Context: an optimization exercise on an open-source flow, tuned for small area. The choices shown serve that exercise and are no tape-out recipe. Only simulation tests tie the RTL to the original design; equivalence was not proved. Power is estimated from default activity; no workload was simulated.

$ cat design.v
module uart_bps_1(clk,rst_n,cnt_start,bps_sig
    );
    input clk;
    input rst_n;
    input cnt_start;
    output bps_sig;
    reg [12:0]cnt_bps;
    wire bps_sig;
    parameter bps_t = 13'd5207;
    always@(posedge clk or negedge rst_n)
    begin
       if(!rst_n)
       begin
          cnt_bps <= 13'd0;
       end
       else if(cnt_bps == bps_t)
       begin
          cnt_bps <= 13'd0;
       end
       else if(cnt_start)
       begin
          cnt_bps <= cnt_bps + 1'b1;
       end
       else 
       begin
          cnt_bps <= 1'b0;
       end
    end
    assign bps_sig = (cnt_bps ==  13'd2604) ? 1'b1 : 1'b0;   
endmodule
module uart_receive_1(
	input	clk,
	input	rst_n,
	input	clk_bps, 
	input	data_rx, 
	output	reg	rx_int, 
	output	[7:0]	data_tx, 
	output	reg	bps_start	 
    );
reg	[1:0]	rx;
always@(posedge	clk	or	negedge	rst_n)begin
	if(!rst_n)	rx <= 2'b11;
	else	begin
		rx[0]	<=	data_rx;
		rx[1]	<=	rx[0];
	end
end
wire	nege_edge;
	assign nege_edge= rx[1]	&	~rx[0]; 
reg	[3:0]num;
always@(posedge	clk	or	negedge	rst_n)begin
	if(!rst_n)	begin	
		bps_start <= 1'b0;	
		rx_int <= 1'b0;
	end
	else	if(nege_edge)begin
		bps_start <= 1'b1;
		rx_int <= 1'b1;
	end
	else if(num == 4'd10)begin
		bps_start <= 1'b0;	
		rx_int <= 1'b0;
	end
end
reg	[7:0]	rx_data_temp_r; 
reg	[7:0]	rx_data_r; 
always@(posedge	clk	or	negedge	rst_n)begin
	if(!rst_n)	begin	
		rx_data_r	<= 8'd0;
		rx_data_temp_r	<= 8'd0;
		num <= 4'd0;
	end
	else	if(rx_int)begin
		if(clk_bps)begin
			num <= num + 1'b1;
			case(num)
				4'd1: rx_data_temp_r[0] <= data_rx;	 
				4'd2: rx_data_temp_r[1] <= data_rx;	 
				4'd3: rx_data_temp_r[2] <= data_rx;	 
				4'd4: rx_data_temp_r[3] <= data_rx;	 
				4'd5: rx_data_temp_r[4] <= data_rx;	 
				4'd6: rx_data_temp_r[5] <= data_rx;	 
				4'd7: rx_data_temp_r[6] <= data_rx;	 
				4'd8: rx_data_temp_r[7] <= data_rx;	 
				default: ;
			endcase
		end
		else if(num == 4'd10)begin
			rx_data_r	<=rx_data_temp_r;
			num <= 4'd0;
		end
	end
end
assign	data_tx = rx_data_r;
endmodule
module surf_internet_rx(
    input              		clk,
    input              		rst_n,
    input   [7:0]      		data_rx,
	input					rx_int, 
	output					flag_en_1,
	output	reg	[7:0]		addr_daohang_data,	
	output  reg [92:0] 		data_rx_end_internet
);
	reg	[1:0]	rx_int_r;	
	always@(posedge	clk	or	negedge	rst_n)begin
		if(!rst_n)	begin
			rx_int_r[0]	<=	1'b0;
			rx_int_r[1]	<=	1'b0;
		end
		else	begin
			rx_int_r[0]	<=	rx_int;
			rx_int_r[1]	<=	rx_int_r[0];
		end
	end
	wire	nege_edge	= 	rx_int_r[1]	&	~rx_int_r[0]; 
	reg	[7:0]	data_rx_r; 
	always@(posedge	clk	or	negedge	rst_n)begin
		if(!rst_n)	begin
			data_rx_r <= 8'd0;
		end
		else	if(nege_edge)begin
			data_rx_r <= data_rx;
		end
	end
parameter length = 11;  
parameter [length-1 : 0]                          
                S_IDLE    = 11'b0000_0000_001,
                S_State1  = 11'b0000_0000_010,
                S_State2  = 11'b0000_0000_100,
                S_State3  = 11'b0000_0001_000,
                S_State4  = 11'b0000_0010_000,
				S_State5  = 11'b0000_0100_000,
                S_State6  = 11'b0000_1000_000,
				S_State7  = 11'b0001_0000_000,				
                S_State8  = 11'b0010_0000_000,
                S_State9  = 11'b0100_0000_000,				
				S_State10 = 11'b1000_0000_000;
reg [length-1 : 0] c_state;
reg [length-1 : 0] n_state;
always @(posedge clk or negedge rst_n) begin
    if (!rst_n) begin
        c_state <= S_IDLE;  
    end
    else begin
        c_state <= n_state;  
    end
end
always @(*) begin    
    case(c_state)
        S_IDLE   : 
          if (data_rx_r == 8'h64 && nege_edge) 
            n_state = S_State1;
          else 
            n_state = S_IDLE;
        S_State1 :
          if (data_rx_r == 8'h69 && nege_edge) 
            n_state = S_State2;
          else 
            n_state = S_State1;
        S_State2 :
          if (data_rx_r == 8'h73 && nege_edge) 
            n_state = S_State3;
          else  
            n_state = S_State2;
        S_State3 :
          if (data_rx_r == 8'h74 && nege_edge) 
            n_state = S_State4;
          else 
            n_state = S_State3;
        S_State4 :
          if (data_rx_r == 8'h61 && nege_edge) 
            n_state = S_State5;
          else 
            n_state = S_State4; 
		S_State5 :
          if (data_rx_r == 8'h6e && nege_edge) 
            n_state = S_State6;
          else 
            n_state = S_State5;
		S_State6 :
          if (data_rx_r == 8'h63 && nege_edge) 
            n_state = S_State7;
          else 
            n_state = S_State6;			
		S_State7 :
          if (data_rx_r == 8'h65 && nege_edge) 
            n_state = S_State8;
          else 
            n_state = S_State7;			
		S_State8 :
          if (data_rx_r == 8'h22 && nege_edge) 
            n_state = S_State9;
          else 
            n_state = S_State8;	
		S_State9 :
          if (data_rx_r == 8'h3a && nege_edge) 
            n_state = S_State10;
          else 
            n_state = S_State9;		
		S_State10 :
		  if (data_rx_r && nege_edge)
            n_state = S_IDLE;
          else 
            n_state = S_IDLE;
        default :
            n_state = S_IDLE;
    endcase 
end
reg         detected_o;
always @ (posedge clk or negedge rst_n) begin   
	if(!rst_n) begin
		detected_o <= 1'b0;
		end
	else if( c_state == S_State10) begin
		detected_o <= 1'b1;
		end
	else begin
		detected_o <= 1'b0;
		end
	end
	reg [5:0] num;  
	reg	start_reg;
	reg timeout;
always@(posedge clk)
   start_reg <= detected_o;
	reg [7:0] count;
always@(posedge clk or negedge rst_n) begin
   if (!rst_n)
		timeout <= 0;
   else if(start_reg == 0 && detected_o ==1) 
		timeout <= 1;
   else if(count == 8'd85)                   
		timeout <= 0;
   else
		timeout <= timeout;
	end
	reg	[7:0]	data_pickup_r; 
	always@(posedge	clk or negedge rst_n)begin
		if(!rst_n)	begin
			data_pickup_r <= 8'd0;
		end
		else if(timeout) begin
			data_pickup_r <= data_rx_r;                
		end
	end
	always@(posedge clk or negedge rst_n)              
	begin
		if(!rst_n)
			count <= 7;
		else if(data_pickup_r==8'h2C && nege_edge)
			count <= count + 1;
		else if(start_reg == 0 && detected_o ==1)
			count <= 0;
		else
			count <= count;
	end
	always@(posedge	clk	or	negedge	rst_n)
	begin
		if(!rst_n)	
			num	<= 4'd0;
		else if( start_reg == 0 && detected_o ==1 )	
			num <= 0;
		else if( (timeout && nege_edge) || (timeout && start_reg))				
			num <= num + 1'b1;
		else	
			num <= num;
	end
	reg	[79:0]	Latitude;		 
	reg	[87:0]	longitude;		 
	reg	[23:0]	distance_1;	 
	always@(posedge	clk	or	negedge	rst_n)begin
		if(!rst_n)	begin
			Latitude <= 0;						
			longitude <= 0;						
			distance_1 <= 24'b0000_0000_0000_0000_1111_1111;
		end                                                           
		else if(count == 8'd0 && nege_edge && data_pickup_r!=8'h2C && data_pickup_r >= 8'h30 && data_pickup_r <= 8'h39)begin              
			case(num)
				4'd1:	distance_1[23:16] <= data_pickup_r;                     
				4'd2:	distance_1[15:8] <= data_pickup_r;
				4'd3:	distance_1[7:0] <= data_pickup_r;
			default:;	
			endcase
		end
		else if(count == 8'd3&&nege_edge&& data_pickup_r!=8'h2C)begin           
			case(num)
				4'd1:	Latitude[39:32] <= data_pickup_r;
				4'd2:	Latitude[31:24] <= data_pickup_r;
				4'd3:	Latitude[23:16] <= data_pickup_r;
				4'd4:   Latitude[15:8] 	<= data_pickup_r;
				4'd5:	Latitude[7:0]  	<= data_pickup_r;	
			default:;
			endcase
		end
		else begin
			if(count == 8'd5 && nege_edge && data_pickup_r != 8'h2C)begin       
			case(num)
				4'd1:	longitude[39:32] <= data_pickup_r;
				4'd2:	longitude[31:24] <= data_pickup_r;
				4'd3:	longitude[23:16] <= data_pickup_r;
				4'd4:	longitude[15:8]  <= data_pickup_r;
				4'd5:   longitude[7:0]   <= data_pickup_r;	
			default:;
			endcase
			end	
		end
	end			
reg	[8:0]	distance;
	always @(posedge clk)
	begin
		if(data_pickup_r == 8'h2c && num == 3)	 
		distance <= distance_1[19:16]*10 + distance_1[11:8];
		else								 
		distance <= distance_1[19:16]*100 + distance_1[11:8]*10 + distance_1[3:0];
	end	
reg		[23:0]		b0;
reg		[23:0]		b1;
reg		[23:0]		b2;
reg		[23:0]		b3;
reg		[23:0]		b4;
reg		[23:0]		b5;
reg		[23:0]		b6;
reg		[23:0]		b7;
always @(posedge clk or negedge rst_n)
	if(!rst_n)
	begin
	b0 <= 24'd0;
	b1 <= 24'd0;
	b2 <= 24'd0;
	b3 <= 24'd0;
	b4 <= 24'd0;
	b5 <= 24'd0;
	b6 <= 24'd0;
	b7 <= 24'd0;
	end
	else begin
	b0 <= distance_1;
	b1 <= b0;
	b2 <= b1;
	b3 <= b2;
	b4 <= b3;
    b5 <= b4;
    b6 <= b5;
    b7 <= b6;
	end
reg		flag;
always @(*)
	begin
	if( (b7 - b6) == 0  && distance >= 18 && distance <= 227 && num == 3)
	flag = 1;
	else
	flag = 0;
	end
	wire [7:0]	c;
	assign c = flag ? distance[7:0] : 8'd0;
	wire [7:0]	d;
	assign d = (c > 200) ? c+5 : c;
reg		g0;
reg     g1;
always @(posedge clk or negedge rst_n)
	if(!rst_n)
	begin
	g0 <= 1'b0;
	g1 <= 1'b0;
	end
	else 
	begin
	g0 <= flag;
	g1 <= g0;
	end
wire	flag_posedge;
wire	flag_negedge;	
assign flag_posedge= (g0 && ~g1)? 1 : 0;	
assign flag_negedge= (~g0 && g1)? 1 : 0;
reg		[7:0]		cnt;	
always @(posedge clk or negedge rst_n)
	begin
		if(!rst_n)
		cnt <= 8'b0;
		else if(flag_negedge)
		cnt <= 8'b0;
		else if(cnt == 51)
		cnt <= cnt;
		else if(flag)
		cnt <= cnt + 1;
		else
		cnt <= cnt;
	end
assign flag_en = (cnt == 50)?1:0;
parameter length_1 = 12;  
parameter [length_1-1 : 0]                          
                S_IDLE_1_1		= 12'b0000_0000_0001,
                S_State1_1		= 12'b0000_0000_0010,
                S_State2_1		= 12'b0000_0000_0100,
                S_State3_1		= 12'b0000_0000_1000,
                S_State4_1		= 12'b0000_0001_0000,
				S_State5_1		= 12'b0000_0010_0000,
                S_State6_1		= 12'b0000_0100_0000,
				S_State7_1		= 12'b0000_1000_0000,				
                S_State8_1		= 12'b0001_0000_0000,
                S_State9_1		= 12'b0010_0000_0000,				
				S_State10_1		= 12'b0100_0000_0000,
				S_State11_1		= 12'b1000_0000_0000;		
reg [length_1-1 : 0] c_state_1;
reg [length_1-1 : 0] n_state_1;
always @(posedge clk or negedge rst_n) begin
    if (!rst_n) begin
        c_state_1 <= S_IDLE_1_1;  
    end
    else begin
        c_state_1 <= n_state_1;  
    end
end
always @(*) begin    
    case(c_state_1)
        S_IDLE_1_1   : 
          if (data_rx_r == 8'h64 && nege_edge) 
            n_state_1 = S_State1_1;
          else 
            n_state_1 = S_IDLE_1_1;
        S_State1_1 :
          if (data_rx_r == 8'h69 && nege_edge) 
            n_state_1 = S_State2_1;
          else 
            n_state_1 = S_State1_1;
        S_State2_1 :
          if (data_rx_r == 8'h72 && nege_edge) 
            n_state_1 = S_State3_1;
          else  
            n_state_1 = S_State2_1;
        S_State3_1 :
          if (data_rx_r == 8'h65 && nege_edge) 
            n_state_1 = S_State4_1;
          else 
            n_state_1 = S_State3_1;
        S_State4_1 :
          if (data_rx_r == 8'h63 && nege_edge) 
            n_state_1 = S_State5_1;
          else 
            n_state_1 = S_State4_1; 
		S_State5_1 :
          if (data_rx_r == 8'h74 && nege_edge) 
            n_state_1 = S_State6_1;
          else 
            n_state_1 = S_State5_1;
		S_State6_1 :
          if (data_rx_r == 8'h69 && nege_edge) 
            n_state_1 = S_State7_1;
          else 
            n_state_1 = S_State6_1;			
		S_State7_1 :
          if (data_rx_r == 8'h6f && nege_edge) 
            n_state_1 = S_State8_1;
          else 
            n_state_1 = S_State7_1;		
		S_State8_1 :
          if (data_rx_r == 8'h6e && nege_edge) 
            n_state_1 = S_State9_1;
          else 
            n_state_1 = S_State8_1;	
		S_State9_1 :
          if (data_rx_r == 8'h22 && nege_edge) 
            n_state_1 = S_State10_1;
          else 
            n_state_1 = S_State9_1;	
		S_State10_1 :
          if (data_rx_r == 8'h3a && nege_edge) 
            n_state_1 = S_State11_1;
          else 
            n_state_1 = S_State10_1;		
		S_State11_1 :
		  if (data_rx_r && nege_edge)
            n_state_1 = S_IDLE_1_1;
          else 
            n_state_1 = S_IDLE_1_1;
        default :
            n_state_1 = S_IDLE_1_1;
    endcase 
end
reg         		detected_o_1;
always @ (posedge clk or negedge rst_n) begin   
	if(!rst_n) begin
		detected_o_1 <= 1'b0;
		end
	else if( c_state_1 == S_State11_1) begin
		detected_o_1 <= 1'b1;
		end
	else begin
		detected_o_1 <= 1'b0;
		end
	end
	reg [5:0] num_1;  
	reg	start_reg_1;
	reg timeout_1;
always@(posedge clk)
   start_reg_1 <= detected_o_1;
	reg [7:0] count_1;
always@(posedge clk or negedge rst_n) begin
   if (!rst_n)
		timeout_1 <= 0;
   else if(start_reg_1 == 0 && detected_o_1 ==1) 
		timeout_1 <= 1;
   else if(count_1 == 8'd85)                   
		timeout_1 <= 0;
   else
		timeout_1 <= timeout_1;
	end
	reg	[7:0]	data_pickup_r_1; 
	always@(posedge	clk or negedge rst_n)begin
		if(!rst_n)	begin
			data_pickup_r_1 <= 8'd0;
		end
		else if(timeout_1) begin
			data_pickup_r_1 <= data_rx_r;                
		end
	end
	always@(posedge clk or negedge rst_n)              
	begin
		if(!rst_n)
			count_1 <= 7;
		else if(data_pickup_r_1==8'h2C && nege_edge)
			count_1 <= count_1 + 1;
		else if(start_reg_1 == 0 && detected_o_1 ==1)
			count_1 <= 0;
		else
			count_1 <= count_1;
	end
	always@(posedge	clk	or	negedge	rst_n)
	begin
		if(!rst_n)	
			num_1	<= 4'd0;
		else if( start_reg_1 == 0 && detected_o_1 ==1 )	
			num_1 <= 0;
		else if((timeout_1 && nege_edge) || (timeout_1 && start_reg_1))				
			num_1 <= num_1 + 1'b1;
		else	
			num_1 <= num_1;
	end
	reg	[3:0]		direction;	
always@(posedge	clk	or	negedge	rst_n)begin
	if(!rst_n)						
		direction <= 8'b0;                                                         
	else if(count_1 == 8'd0 && nege_edge && data_pickup_r!=8'h2C && data_pickup_r >= 8'h30 && data_pickup_r <= 8'h39)             
		case(num_1)
			4'd1:	direction <= data_pickup_r[3:0];                     
		default:	direction <= 4'b0;	
		endcase
	end
always @(posedge clk or negedge rst_n)
	begin
		if(!rst_n)	
		data_rx_end_internet <= 93'b0000_0000_1000_0000_0000_0000_0000_0000_0000_0000_0000_0000_0000_0000_0000_0000_0000_0000_0000_0000_0000_0000_0000_0;
		else if(flag)
		data_rx_end_internet[92:85] <= d;
		else if(num_1 == 2)
		data_rx_end_internet[83:80] <= direction;
		else
		data_rx_end_internet <= data_rx_end_internet;
	end	
reg		[7:0]		cnt_1;	
always @(posedge clk or negedge rst_n)
	begin
		if(!rst_n)
		cnt_1 <= 8'b0;
		else if(num_1 == 3)
		cnt_1 <= 8'b0;
		else if(cnt_1 == 51)
		cnt_1 <= cnt_1;
		else if(num_1 == 2)
		cnt_1 <= cnt_1 + 1;
		else
		cnt_1 <= cnt_1;
	end
assign flag_en_1 = (cnt_1 == 50)?1:0;	
always @(posedge clk or negedge rst_n)
	begin
	if(!rst_n)
	addr_daohang_data <= 8'b0;
	else if(cnt_1 == 50 )
	addr_daohang_data <= addr_daohang_data + 1'b1;
	else
	addr_daohang_data <= addr_daohang_data;
	end	
endmodule
module top_rx_surf(
	input 			clk,
	input 			rst_n,
	input 			data_rx,
	output			flag_en_1, 
	output [7:0]	addr_daohang_data,
	output [12:0]	data_rx_end_internet
    );
	wire 	[7:0]	data_tx;
	wire	[92:0]	nav_data;
	assign	data_rx_end_internet = nav_data[92:80];
surf_internet_rx u_surf_internet_rx (
    .clk(clk), 
    .rst_n(rst_n), 
    .data_rx(data_tx), 
    .rx_int(rx_int), 
	.flag_en_1(flag_en_1),
	.addr_daohang_data(addr_daohang_data),
    .data_rx_end_internet(nav_data)
    );
uart_bps_1 u_uart_bps_1 (
    .clk(clk), 
    .rst_n(rst_n), 
    .cnt_start(bps_start),
    .bps_sig(clk_bps)
    );
uart_receive_1 u_uart_receive_1 (
    .clk(clk), 
    .rst_n(rst_n), 
    .clk_bps(clk_bps), 
    .data_rx(data_rx), 
    .rx_int(rx_int), 
    .data_tx(data_tx), 
    .bps_start(bps_start)
    );
endmodule
$ cat run.sh
#!/bin/bash
# synth_recipe.tcl (not shown) runs the flow's synth.tcl, then flattens the netlist and writes it again
# the make line also repeats each setting of config.mk as NAME=value (left out here)
make -C /OpenROAD-flow-scripts/flow DESIGN_CONFIG=/design/flow/config.mk WORK_HOME=/design/flow/orfs CLKGATE_MAP_FILE= SYNTH_SCRIPT=/design/flow/synth_recipe.tcl finish
$ cat config.mk
export PLATFORM = sky130hd
export DESIGN_NAME = top_rx_surf
export DESIGN_NICKNAME = top_rx_surf
export VERILOG_FILES = /design/flow/design.v
export SDC_FILE = /design/flow/constraint.sdc
export NUM_CORES = 4
export LEC_CHECK = 0
export CAP_MARGIN = 20
export CORE_MARGIN = 2
export CORE_UTILIZATION = 40
export SLEW_MARGIN = 20
$ cat constraint.sdc
create_clock -name core_clock -period 10.0 [get_ports {clk}]
set_input_delay 2.0000 -clock core_clock [delete_from_list [all_inputs] [get_ports {clk}]]
set_output_delay 2.0000 -clock core_clock [all_outputs]
set_load 0.01 [all_outputs]
==> run summary <==
Port-buffer cells=23; reported net switching power=0.661 mW; Reg power frac=48.8%; top post-synthesis cells by area=sky130_fd_sc_hd__dfrtp_1 55%, sky130_fd_sc_hd__ha_1 5.8%, sky130_fd_sc_hd__mux2_2 3.9%; Routed wire per std cell=14.9 um; Worst setup startpoint=u_surf_internet_rx.b7[7]$_DFF_PN0_; gate count after technology mapping=1,298; number of filler cells placed in the layout=between 3,000 and 4,000; starting density of the core=between 40% and 50%; clock sink count=376; Die Footprint=about 41,000 um^2; clock buffer depth=3; maximum fanout encountered on the critical timing path=10; signed area change from the synthesized netlist to the final layout=14.4%; run status=finished clean; highest achievable clock rate=approximately 0.22 GHz; total count of hold-check failures in the final report=0; number of violations reported at the end of detailed-routing iteration 0=around 440; final critical path time including I/O delays and setup=4.45 ns; router iterations before antenna repair=5; post-route fraction of the period consumed by the critical path=44.5%; detailed-placement wirelength estimate=19,100 um; number of core rows=72; post-synthesis average cell area=12.1 um^2; number of global-route vias before repair=9,653; setup repair bufs after CTS=0; register area share after synthesis=59.7%; DIE WIDTH=202 um; most common cell after layout, fill and taps aside=sky130_fd_sc_hd__dfrtp_1; diodes inserted=0; Area after DPL=16,500 um^2; Max-Cap Viols=0; routed wire length=approximately 28,000 um; post-synthesis cell type with the largest combined area=sky130_fd_sc_hd__dfrtp_1; number of clock buffers inserted by TritonCTS=between 40 and 50; top library cells by usage in the layout, fill and taps aside=347 x sky130_fd_sc_hd__dfrtp_1, 89 x sky130_fd_sc_hd__nor2_1, 85 x sky130_fd_sc_hd__nand2_1; master cell of the clock root buffer=sky130_fd_sc_hd__clkbuf_16; startpoint of the lowest-slack register-to-register path=u_surf_internet_rx.b7[7]$_DFF_PN0_; wire length of the first global-routing pass=47,900 um; ports placed on the boundary=25; CTS tree=built; # setup viols final=0; syn_nets=1,381; critical path endpoint category=register; warning count from the yosys run=7; later-pin clock latency in the skew report=0.56 ns; residual DRC count=0; number of unique standard cell types used by synthesis=85; class of the most critical setup path=reg2reg; unrepaired setup endpoints after global routing=false; hold-fix buffer count after cts=0; post-synth design cell area=roughly 16,000 um^2; count of flip-flops with a built-in enable after synthesis=0; total gr overflow=0; most instantiated flip-flop cell in the synthesis netlist=sky130_fd_sc_hd__dfrtp_1; total vias in the final route=around 9,700; vias per inst=5.11; Req. time, crit path=10.43 ns; power per unit of standard cell area=178 nW/um^2; start point of the worst hold path=u_surf_internet_rx.b2[22]$_DFF_PN0_; Gates resized, CTS repair=0; Final Instance Area=18,000 um^2; proportion of power drawn by combinational gates=~2.0%; htree depth=2; overall routing resource usage=14.3%; net switching fraction of the power=20.7%; Final Wtd Congestion=roughly 0.87; kind of start point of the critical path=register; largest net degree at the start of global routing=195; number of flip-flops and latches in the synthesized netlist=376; total negative slack=0 ns; ratio of cells with drive above 1 in the final layout=13.0%; Slew Viols, Final=0; setup slack, reg-to-reg=5.55 ns; Chip Height=202 um; internal power summed over all cells=2.53 mW; Async SR Flop Fraction=97.1%; Clk pwr share=49.2%; core area=a little under 40,000 um^2; Slew HR=a little under half; Routed Antenna Nets=0; leakage power summed over all cells=8.72 nW; antenna violations before repair=0; actual slew at the worst max-slew pin=0.805 ns; post-synth top area share=55.3%; Hold Path Class=reg2reg; post-layout net count=1,422; critical path data arrival time=4.88 ns; maximum vdd drop=about 0.12 mV; clock transition time at the flip-flop clock pins of the worst setup and hold paths=approximately 0.060 ns; final setup skew=0.0155 ns
kinds of logic after synthesis:
family	Yosys count	share of synthesized area, %
adders and majority gates	80	6.71
other	1	0.0239
xor gates and xnor gates	69	3.85
buffers and inverters	108	2.81
muxes	69	5.12
DFF	376	59.7
AOI/OAI and AO/OA	202	8.69
and+or+nand+nor	393	13.1
worst max-delay path: stages, from the launching register on:
cell                        delay (ns)
sky130_fd_sc_hd__dfrtp_1          0.37
sky130_fd_sc_hd__ha_1             0.44
sky130_fd_sc_hd__a211o_1          0.35
sky130_fd_sc_hd__o21ba_1          0.27
sky130_fd_sc_hd__o211ai_1         0.18
sky130_fd_sc_hd__a211oi_1         0.26
sky130_fd_sc_hd__a31oi_1          0.08
sky130_fd_sc_hd__a211oi_1         0.27
sky130_fd_sc_hd__nand4_2          0.16
sky130_fd_sc_hd__a2111oi_4        0.56
sky130_fd_sc_hd__nand3_1          0.18
sky130_fd_sc_hd__ha_1             0.24
sky130_fd_sc_hd__nand2b_1         0.07
sky130_fd_sc_hd__a211o_1          0.13
sky130_fd_sc_hd__and3_1           0.23
sky130_fd_sc_hd__o211ai_1         0.12
sky130_fd_sc_hd__xnor2_1          0.14
sky130_fd_sc_hd__mux2_4           0.26
Yosys cell counts (8+ instances only):
| cell type | n |
|---|---|
| sky130_fd_sc_hd__nor2b_1 | 14 |
| sky130_fd_sc_hd__a21o_1 | 14 |
| sky130_fd_sc_hd__a21oi_1 | 39 |
| sky130_fd_sc_hd__or3_1 | 11 |
| sky130_fd_sc_hd__nor3_1 | 17 |
| sky130_fd_sc_hd__nor4b_1 | 8 |
| sky130_fd_sc_hd__dfxtp_1 | 11 |
| sky130_fd_sc_hd__nand2b_1 | 16 |
| sky130_fd_sc_hd__a211oi_1 | 8 |
| sky130_fd_sc_hd__dfstp_2 | 18 |
| sky130_fd_sc_hd__dfrtp_1 | 347 |
| sky130_fd_sc_hd__nand3_1 | 53 |
| sky130_fd_sc_hd__and3_1 | 12 |
| sky130_fd_sc_hd__mux2_2 | 54 |
| sky130_fd_sc_hd__a31oi_1 | 11 |
| sky130_fd_sc_hd__ha_1 | 73 |
| sky130_fd_sc_hd__clkbuf_1 | 23 |
| sky130_fd_sc_hd__nand2_1 | 85 |
| sky130_fd_sc_hd__xnor2_1 | 28 |
| sky130_fd_sc_hd__nor2_1 | 89 |
| sky130_fd_sc_hd__inv_1 | 76 |
| sky130_fd_sc_hd__nor4_1 | 8 |
| sky130_fd_sc_hd__o21ai_0 | 57 |
| sky130_fd_sc_hd__mux2_4 | 8 |
| sky130_fd_sc_hd__xor2_1 | 41 |
| sky130_fd_sc_hd__and2_1 | 9 |
| sky130_fd_sc_hd__nand3b_1 | 10 |
| sky130_fd_sc_hd__nand4_1 | 31 |
power by group through the flow:
stage          logic (mW)  clock network [mW]  registers [mW]
5_1_grt            0.0781                1.69            1.56
3_5_place_dp       0.0666                   0            1.58
4_1_cts            0.0665                1.62            1.56
2_1_floorplan      0.0304                   0            1.58
3_3_place_gp       0.0645                   0            1.58
6_report           0.0644                1.57            1.56
metal layers:
layer  GRT usage (%)  vias up  wire length, um
met5               0        -                0
met4            5.63        0              750
met3            2.64       58             1120
met2            23.4      173            13400
met1            18.9     4809            12800
li1                -     4622                -
metrics by stage:
stage          total power, mW  cells  hold slack, ns  util (%)  setup WS [ns]
6_report                  3.19   1889           0.338      46.4           5.55
5_1_grt                   3.33   1889           0.345      46.4           5.23
4_1_cts                   3.25   1888           0.329      46.3           5.57
3_5_place_dp              1.65   1813           0.335      42.5           5.60
3_3_place_gp              1.65   1813           0.331      42.5           5.69
2_1_floorplan             1.61   1298           0.331         -           6.02
area by class of cell:
type                            count  area [um^2]  area share (%)
Tap cell                          518          648            3.61
Multi-Input combinational cell    814         5880            32.7
Clock buffer                       59         1200            6.70
Clock inverter                     16          243            1.35
Inverter                           77          289            1.61
Sequential cell                   376         9380            52.2
Timing Repair Buffer               29          317            1.76
final timing paths:
kind / end / depth (start not counted)
worst max-delay path: u_surf_internet_rx.data_rx_end_internet[89]$_DFFE_PN0N_ / 17
worst min-delay path: u_surf_internet_rx.b3[22]$_DFF_PN0_ / 0
worst max register to register: u_surf_internet_rx.data_rx_end_internet[89]$_DFFE_PN0N_ / 17
worst min register to register: u_surf_internet_rx.b3[22]$_DFF_PN0_ / 0
max in group asynchronous: u_surf_internet_rx.b7[11]$_DFF_PN0_ / 3
min in group asynchronous: u_surf_internet_rx.b4[3]$_DFF_PN0_ / 1

==> port drivers added, routing unchanged <==
Ports are ideal in the flow. The routed layout listed here was re-timed in OpenROAD. Step 1 sets driving cells, clkbuf_16 on the clock port and buf_2 on the other inputs (assumed; they add their load-dependent delay and slew). Step 2, shift: input delay + t, output delay - t, t = (earliest + latest rising clock arrival at the registers) / 2. This alone moves slack from input paths to output paths. a / b / c = ideal / step 1 / step 2; a / b = the first two.
t, ns: 0.598
setup slack, ns: 5.554 / 5.554 / 5.554
hold slack, ns: 0.338 / 0.338 / 0.338
worst data-port slew with drivers (ns): 0.06
After both steps this run still meets setup and hold. For this run, drivers alone change the setup slack by 0.000 ns; drivers and shift together by 0.000 ns.
